From an optimization exercise on the open Yosys and OpenROAD flow, aimed at small area and a short achievable clock period; shortcuts taken in it are not production practice. Function was checked by simulation only, so behaviour that the tests miss may differ from the original. No activity file was given, so power comes from the tool's default toggle rates.

Design timer_top, start of the top module:
module timer_top (
    input sys_clk,
    input sys_rst_n,
    input tim_psel,
    input tim_pwrite,
    input tim_penable,
    input [11:0] tim_paddr,
    input [31:0] tim_pwdata,
    input [3:0] tim_pstrb,
    input dbg_mode,
    output tim_int,
    output tim_pready,
    output tim_pslverr,
    output [31:0] tim_prdata
);
Size: ~1100 cells after synthesis, ~280 flip-flops, ~89 I/O pins, roughly 12000 um2 of cells after synthesis.
export LEC_CHECK = 0
export CAP_MARGIN = 20
export CORE_MARGIN = 2
export CORE_UTILIZATION = 70
export SETUP_SLACK_MARGIN = 2.1
export SLEW_MARGIN = 20
create_clock -name core_clock -period 4.0 [get_ports {sys_clk}]
standard.sh (not shown) runs the stock make flow with config.mk's settings and CLKGATE_MAP_FILE= SYNTH_SCRIPT=/design/flow/synth_recipe.tcl, a recipe that flattens the netlist after the stock synthesis.
==> flow/flow/run.sh <==
#!/bin/bash
# Standard ORFS layout (the standard.sh, standard synthesis unchanged) with:
#  - plain buf_1 port buffers instead of the delay-cell buffers buffer_ports
#    picks by default (timing repair upsizes them where needed),
#  - timing repair allowed to resize across cell footprints,
#  - larger clock-tree sink clusters without dummy loads.
# make's full output goes to flow_make.log; ORFS keeps each step's log under orfs/logs.
set -euo pipefail
bash standard.sh MATCH_CELL_FOOTPRINT=0 \
  "BUFFER_PORTS_ARGS=-buffer_cell sky130_fd_sc_hd__buf_1" \
  "CTS_ARGS=-sink_clustering_enable -repair_clock_nets -dont_use_dummy_load -sink_clustering_size 30 -sink_clustering_max_diameter 60" \
  finish > flow_make.log 2>&1
Edit:
--- a/flow/design.v
+++ b/flow/design.v
@@ -10,36 +10,40 @@
     input dbg_mode,
     output tim_int,
     output tim_pready,
     output tim_pslverr,
     output [31:0] tim_prdata
 );
     reg [1:0] ph;
     reg       acc;
     reg       pready_q;
     reg [7:0] sel;           
+    reg [4:1] wsel;          
     wire ph3 = (ph == 2'd3);
     always @(posedge sys_clk or negedge sys_rst_n) begin
         if (!sys_rst_n) begin
             ph       <= 2'd0;
             acc      <= 1'b0;
             pready_q <= 1'b0;
             sel      <= 8'd0;
+            wsel     <= 4'd0;
         end else begin
             if (ph == 2'd0)
                 ph <= (tim_psel && !tim_penable) ? 2'd1 : 2'd0;
             else
                 ph <= ph + 2'd1;
             acc      <= ph3;
             pready_q <= acc;
             sel      <= (ph3 && tim_paddr[11:5] == 7'd0 && tim_paddr[1:0] == 2'd0)
                         ? (8'd1 << tim_paddr[4:2]) : 8'd0;
+            wsel     <= (ph3 && tim_pwrite && tim_paddr[11:5] == 7'd0 && tim_paddr[1:0] == 2'd0)
+                        ? ((8'd1 << tim_paddr[4:2]) >> 1) : 4'd0;
         end
     end
     wire s_tcr   = sel[0];
     wire s_tdr0  = sel[1];
     wire s_tdr1  = sel[2];
     wire s_tcmp0 = sel[3];
     wire s_tcmp1 = sel[4];
     wire s_tier  = sel[5];
     wire s_tisr  = sel[6];
     wire s_thcsr = sel[7];
@@ -73,24 +77,24 @@
     reg [31:0] tdr0, tdr1, tcmp0n, tcmp1n;    
     integer b;
     always @(posedge sys_clk or negedge sys_rst_n) begin
         if (!sys_rst_n) begin
             tdr0  <= 32'h0;
             tdr1  <= 32'h0;
             tcmp0n <= 32'h0;
             tcmp1n <= 32'h0;
         end else begin
             for (b = 0; b < 4; b = b + 1) begin
-                if (s_tdr0 && wr && tim_pstrb[b])  tdr0[8*b +: 8]  <= tim_pwdata[8*b +: 8];
-                if (s_tdr1 && wr && tim_pstrb[b])  tdr1[8*b +: 8]  <= tim_pwdata[8*b +: 8];
-                if (s_tcmp0 && wr && tim_pstrb[b]) tcmp0n[8*b +: 8] <= ~tim_pwdata[8*b +: 8];
-                if (s_tcmp1 && wr && tim_pstrb[b]) tcmp1n[8*b +: 8] <= ~tim_pwdata[8*b +: 8];
+                if (wsel[1] && tim_pstrb[b])  tdr0[8*b +: 8]  <= tim_pwdata[8*b +: 8];
+                if (wsel[2] && tim_pstrb[b])  tdr1[8*b +: 8]  <= tim_pwdata[8*b +: 8];
+                if (wsel[3] && tim_pstrb[b]) tcmp0n[8*b +: 8] <= ~tim_pwdata[8*b +: 8];
+                if (wsel[4] && tim_pstrb[b]) tcmp1n[8*b +: 8] <= ~tim_pwdata[8*b +: 8];
             end
         end
     end
     reg        ld_hold;
     reg [7:0]  div_cnt;      
     reg        div_hit;      
     reg [63:0] counter;
     wire halt = halt_req && dbg_mode;
     wire run  = timer_en && !halt;
     wire [7:0] div_inc   = div_cnt + 8'd1;
@@ -106,21 +110,21 @@
     wire tcr_wok = tcr_we && !err;
     wire val0_n  = (tcr_wok && tim_pstrb[1]) ? (tim_pwdata[11:8] == 4'd0) : (div_val == 4'd0);
     wire den_n   = (tcr_wok && tim_pstrb[0]) ? tim_pwdata[1] : div_en;
     wire div_hit_n = run ? (!div_en || next_ones[div_val]) : (!den_n || val0_n);
     wire cnt_inc = !halt && div_hit;
     always @(posedge sys_clk or negedge sys_rst_n) begin
         if (!sys_rst_n) begin
             ld_hold <= 1'b0;
             div_hit <= 1'b1;
         end else begin
-            ld_hold <= wr && (s_tdr0 || s_tdr1);
+            ld_hold <= wsel[1] || wsel[2];
             div_hit <= div_hit_n;
         end
     end
     reg  [7:1] lo_ones;
     reg  [6:0] tdr_ones_q;
     reg  [7:2] mid_ones;
     wire [7:0] byte_ones;        
     wire [7:0] tdr_byte_ones;
     wire [63:0] tdr = {tdr1, tdr0};
     wire [63:0] carry;           
Clock power came out higher by a few percent.
Routed wire length came out lower slightly.
Area after synthesis came out higher slightly.
Power came out higher by a few percent.
Core utilization came out higher by 0.22 points.
Cell area came out higher slightly.
Flip-flop and latch count came out higher by 4.
Register-to-register slack loses 0.02 ns.
Via count came out higher slightly.
First-iteration DRC count came out higher by a little under a tenth.
Worst setup slack loses 0.019 ns.

---

The RTL this note starts from:
==> flow/design.v <==
module timer_top (
    input sys_clk,
    input sys_rst_n,
    input tim_psel,
    input tim_pwrite,
    input tim_penable,
    input [11:0] tim_paddr,
    input [31:0] tim_pwdata,
    input [3:0] tim_pstrb,
    input dbg_mode,
    output tim_int,
    output tim_pready,
    output tim_pslverr,
    output [31:0] tim_prdata
);
    reg [1:0] ph;
    reg       acc;
    reg       pready_q;
    reg [7:0] sel;           
    wire ph3 = (ph == 2'd3);
    always @(posedge sys_clk or negedge sys_rst_n) begin
        if (!sys_rst_n) begin
            ph       <= 2'd0;
            acc      <= 1'b0;
            pready_q <= 1'b0;
            sel      <= 8'd0;
        end else begin
            if (ph == 2'd0)
                ph <= (tim_psel && !tim_penable) ? 2'd1 : 2'd0;
            else
                ph <= ph + 2'd1;
            acc      <= ph3;
            pready_q <= acc;
            sel      <= (ph3 && tim_paddr[11:5] == 7'd0 && tim_paddr[1:0] == 2'd0)
                        ? (8'd1 << tim_paddr[4:2]) : 8'd0;
        end
    end
    wire s_tcr   = sel[0];
    wire s_tdr0  = sel[1];
    wire s_tdr1  = sel[2];
    wire s_tcmp0 = sel[3];
    wire s_tcmp1 = sel[4];
    wire s_tier  = sel[5];
    wire s_tisr  = sel[6];
    wire s_thcsr = sel[7];
    wire wr = tim_pwrite;
    reg       timer_en;
    reg       div_en;
    reg [3:0] div_val;
    wire err_n = (tim_pwdata[11:8] > 4'd8)
               || (timer_en && tim_pstrb[1] && (tim_pwdata[15:8] != {4'd0, div_val}))
               || (timer_en && tim_pstrb[0] && (tim_pwdata[1] != div_en));
    wire tcr_we = s_tcr && wr;
    reg err, pslverr_q;
    always @(posedge sys_clk)
        err <= err_n;
    wire div_en_n = (tcr_we && !err && tim_pstrb[0]) ? tim_pwdata[1] : div_en;
    wire [3:0] div_val_n = (tcr_we && !err && tim_pstrb[1]) ? tim_pwdata[11:8] : div_val;
    always @(posedge sys_clk or negedge sys_rst_n) begin
        if (!sys_rst_n) begin
            timer_en  <= 1'b0;
            div_en    <= 1'b0;
            div_val   <= 4'd1;
            pslverr_q <= 1'b0;
        end else begin
            pslverr_q <= tcr_we && err;
            if (tcr_we && tim_pstrb[0])
                timer_en <= tim_pwdata[0];
            div_en   <= div_en_n;
            div_val  <= div_val_n;
        end
    end
    reg [31:0] tdr0, tdr1, tcmp0n, tcmp1n;    
    integer b;
    always @(posedge sys_clk or negedge sys_rst_n) begin
        if (!sys_rst_n) begin
            tdr0  <= 32'h0;
            tdr1  <= 32'h0;
            tcmp0n <= 32'h0;
            tcmp1n <= 32'h0;
        end else begin
            for (b = 0; b < 4; b = b + 1) begin
                if (s_tdr0 && wr && tim_pstrb[b])  tdr0[8*b +: 8]  <= tim_pwdata[8*b +: 8];
                if (s_tdr1 && wr && tim_pstrb[b])  tdr1[8*b +: 8]  <= tim_pwdata[8*b +: 8];
                if (s_tcmp0 && wr && tim_pstrb[b]) tcmp0n[8*b +: 8] <= ~tim_pwdata[8*b +: 8];
                if (s_tcmp1 && wr && tim_pstrb[b]) tcmp1n[8*b +: 8] <= ~tim_pwdata[8*b +: 8];
            end
        end
    end
    reg        ld_hold;
    reg [7:0]  div_cnt;      
    reg        div_hit;      
    reg [63:0] counter;
    wire halt = halt_req && dbg_mode;
    wire run  = timer_en && !halt;
    wire [7:0] div_mask  = (8'd1 << div_val) - 8'd1;
    wire [7:0] div_inc   = div_cnt + 8'd1;
    wire div_hit_n = run ? (!div_en || (&(div_inc | ~div_mask))) : (!div_en_n || (div_val_n == 4'd0));
    wire cnt_inc = !halt && div_hit;
    always @(posedge sys_clk or negedge sys_rst_n) begin
        if (!sys_rst_n) begin
            ld_hold <= 1'b0;
            div_hit <= 1'b1;
        end else begin
            ld_hold <= wr && (s_tdr0 || s_tdr1);
            div_hit <= div_hit_n;
        end
    end
    reg  [7:1] lo_ones;
    wire [7:0] byte_ones;        
    wire [7:0] tdr_byte_ones;
    wire [63:0] tdr = {tdr1, tdr0};
    wire [63:0] carry;           
    wire [7:1] lo_ones_inc;      
    wire [7:1] lo_ones_ld;       
    genvar gi;
    generate
        for (gi = 0; gi < 8; gi = gi + 1) begin : g_byte
            assign byte_ones[gi]     = &counter[8*gi +: 8];
            assign tdr_byte_ones[gi] = &tdr[8*gi +: 8];
        end
        for (gi = 0; gi < 64; gi = gi + 1) begin : g_carry
            if (gi % 8 == 0)
                assign carry[gi] = (gi == 0) ? 1'b1 : lo_ones[gi / 8];
            else if (gi < 8)
                assign carry[gi] = &counter[gi - 1:0];
            else
                assign carry[gi] = lo_ones[gi / 8] & (&counter[gi - 1:(gi / 8) * 8]);
        end
        for (gi = 1; gi < 8; gi = gi + 1) begin : g_lo
            if (gi == 1)
                assign lo_ones_inc[gi] = (counter[7:0] == 8'hFE);
            else
                assign lo_ones_inc[gi] = (counter[7:0] == 8'hFE) && (&byte_ones[gi - 1:1]);
            assign lo_ones_ld[gi]  = &tdr_byte_ones[gi - 1:0];
        end
    endgenerate
    always @(posedge sys_clk) begin
        div_cnt <= run ? div_inc : 8'd0;
        if (!timer_en) begin
            if (!ld_hold) begin
                counter <= tdr;
                lo_ones <= lo_ones_ld;
            end
        end else if (cnt_inc) begin
            counter <= counter ^ carry;
            lo_ones <= lo_ones_inc;
        end
    end
    reg int_en, pending, status, tim_int_q;
    wire compare = &(counter ^ {tcmp1n, tcmp0n});
    wire int_clr = s_tisr && wr && tim_pstrb[0] && tim_pwdata[0];
    wire int_en_n  = (s_tier && wr && tim_pstrb[0]) ? tim_pwdata[0] : int_en;
    wire pending_n = !int_clr && (pending || compare);
    always @(posedge sys_clk or negedge sys_rst_n) begin
        if (!sys_rst_n) begin
            int_en    <= 1'b0;
            pending   <= 1'b0;
            status    <= 1'b0;
            tim_int_q <= 1'b0;
        end else begin
            int_en    <= int_en_n;
            pending   <= pending_n;
            status    <= !int_clr && (status || pending);
            tim_int_q <= int_en_n && pending_n;
        end
    end
    reg halt_req;
    reg dbg_d1, dbg_d2;      
    always @(posedge sys_clk or negedge sys_rst_n) begin
        if (!sys_rst_n)
            halt_req <= 1'b0;
        else if (s_thcsr && wr && tim_pstrb[0])
            halt_req <= tim_pwdata[0];
    end
    always @(posedge sys_clk) begin
        dbg_d1 <= dbg_mode;
        dbg_d2 <= dbg_d1;
    end
    reg [31:0] prdata_q;
    wire [31:0] rdata =
          ({32{s_tcr}}   & {20'h0, div_val, 6'h0, div_en, timer_en})
        | ({32{s_tdr0}}  & counter[31:0])
        | ({32{s_tdr1}}  & counter[63:32])
        | ({32{s_tcmp0}} & ~tcmp0n)
        | ({32{s_tcmp1}} & ~tcmp1n)
        | ({32{s_tier}}  & {31'h0, int_en})
        | ({32{s_tisr}}  & {31'h0, status})
        | ({32{s_thcsr}} & {30'h0, halt_req && dbg_d2, halt_req});
    always @(posedge sys_clk or negedge sys_rst_n) begin
        if (!sys_rst_n)
            prdata_q <= 32'h0;
        else
            prdata_q <= rdata;
    end
    assign tim_int     = tim_int_q;
    assign tim_pready  = pready_q;
    assign tim_pslverr = pslverr_q;
    assign tim_prdata  = prdata_q;
endmodule
clock: 4.0 ns
lec_check: 0
cap_margin: 20
core_margin: 2
core_utilization: 60
setup_slack_margin: 2.1
slew_margin: 20
==> flow/flow/run.sh <==
#!/bin/bash
# Standard ORFS layout (the standard.sh, standard synthesis unchanged) with:
#  - plain buf_2 port buffers instead of the delay-cell buffers buffer_ports picks by default,
#  - timing repair allowed to resize across cell footprints,
#  - larger clock-tree sink clusters without dummy loads.
# make's full output goes to flow_make.log; ORFS keeps each step's log under orfs/logs.
set -euo pipefail
bash standard.sh MATCH_CELL_FOOTPRINT=0 \
  "BUFFER_PORTS_ARGS=-buffer_cell sky130_fd_sc_hd__buf_2" \
  "CTS_ARGS=-sink_clustering_enable -repair_clock_nets -dont_use_dummy_load -sink_clustering_size 30 -sink_clustering_max_diameter 60" \
  finish > flow_make.log 2>&1
Edit:
--- a/flow/design.v
+++ b/flow/design.v
@@ -105,10 +105,11 @@
             ld_hold <= wr && (s_tdr0 || s_tdr1);
             div_hit <= div_hit_n;
         end
     end
     reg  [7:1] lo_ones;
+    reg  [6:0] tdr_ones_q;
     wire [7:0] byte_ones;        
     wire [7:0] tdr_byte_ones;
     wire [63:0] tdr = {tdr1, tdr0};
     wire [63:0] carry;           
     wire [7:1] lo_ones_inc;      
@@ -130,24 +131,41 @@
         for (gi = 1; gi < 8; gi = gi + 1) begin : g_lo
             if (gi == 1)
                 assign lo_ones_inc[gi] = (counter[7:0] == 8'hFE);
             else
                 assign lo_ones_inc[gi] = (counter[7:0] == 8'hFE) && (&byte_ones[gi - 1:1]);
-            assign lo_ones_ld[gi]  = &tdr_byte_ones[gi - 1:0];
+            assign lo_ones_ld[gi]  = &tdr_ones_q[gi - 1:0];
+        end
+    endgenerate
+    wire cnt_load = !timer_en && !ld_hold;
+    wire cnt_step = timer_en && cnt_inc;
+    wire [7:0] byte_step;        
+    generate
+        for (gi = 0; gi < 8; gi = gi + 1) begin : g_step
+            if (gi == 0)
+                assign byte_step[gi] = cnt_step;
+            else
+                assign byte_step[gi] = cnt_step && lo_ones[gi];
+        end
+    endgenerate
+    wire [63:0] toggle;
+    generate
+        for (gi = 0; gi < 64; gi = gi + 1) begin : g_tog
+            if (gi % 8 == 0)
+                assign toggle[gi] = byte_step[gi / 8];
+            else
+                assign toggle[gi] = byte_step[gi / 8] && (&counter[gi - 1:(gi / 8) * 8]);
         end
     endgenerate
     always @(posedge sys_clk) begin
+        tdr_ones_q <= tdr_byte_ones[6:0];
         div_cnt <= run ? div_inc : 8'd0;
-        if (!timer_en) begin
-            if (!ld_hold) begin
-                counter <= tdr;
-                lo_ones <= lo_ones_ld;
-            end
-        end else if (cnt_inc) begin
-            counter <= counter ^ carry;
+        counter <= cnt_load ? tdr : (counter ^ toggle);
+        if (cnt_load)
+            lo_ones <= lo_ones_ld;
+        else if (cnt_step)
             lo_ones <= lo_ones_inc;
-        end
     end
     reg int_en, pending, status, tim_int_q;
     wire compare = &(counter ^ {tcmp1n, tcmp0n});
     wire int_clr = s_tisr && wr && tim_pstrb[0] && tim_pwdata[0];
     wire int_en_n  = (s_tier && wr && tim_pstrb[0]) ? tim_pwdata[0] : int_en;
The new run passed the timing, DRC and antenna checks.
Cell area fell by 3.3%.
Hold slack is worse by 23 ps.
Register-to-register slack is worse by 40 ps.
Area after synthesis fell by 2.4%.
Clock skew hardly moves.
Final cell count rose by 2.6%.
Global-route usage fell by 0.54 points.
Sequential share of layout area fell by 1.9 points.
Utilization hardly moves.
Count of clock-buffer cells in the layout rose by 1.
Setup slack is worse by 42 ps.

==> re-timing with driven ports <==
How much do the figures lean on ideal ports? The routed layouts below were timed once more, with nothing changed but the port constraints.
Step 1 (the two cells are an assumption about what drives the block):
set clk [get_ports {sys_clk}]
set_driving_cell -lib_cell sky130_fd_sc_hd__clkbuf_16 $clk
set_driving_cell -lib_cell sky130_fd_sc_hd__buf_2 [delete_from_list [all_inputs] $clk]
Step 2 times the ports against the registers' clock, not the clock port: input delays grow and output delays shrink by t, the midpoint of the rising clock arrivals with the driver on.
Three values: ideal, step 1, step 2; two values: the first two.
run	shift t [ns]	setup slack, ns	worst register clock-pin slew, ns
the first run of note 1	0.538	2.056 / 2.056 / 1.609	0.10 / 0.10
the second run of note 1	0.542	2.037 / 2.037 / 1.665	0.10 / 0.10
the first run of note 2	0.540	1.712 / 1.712 / 1.620	0.08 / 0.08
the second run of note 2	0.555	1.670 / 1.670 / 1.636	0.09 / 0.09
After both steps setup and hold are still met in every run listed. For the first run of note 1, which loses most, drivers alone change the setup slack by 0.000 ns; drivers and shift together by -0.447 ns.
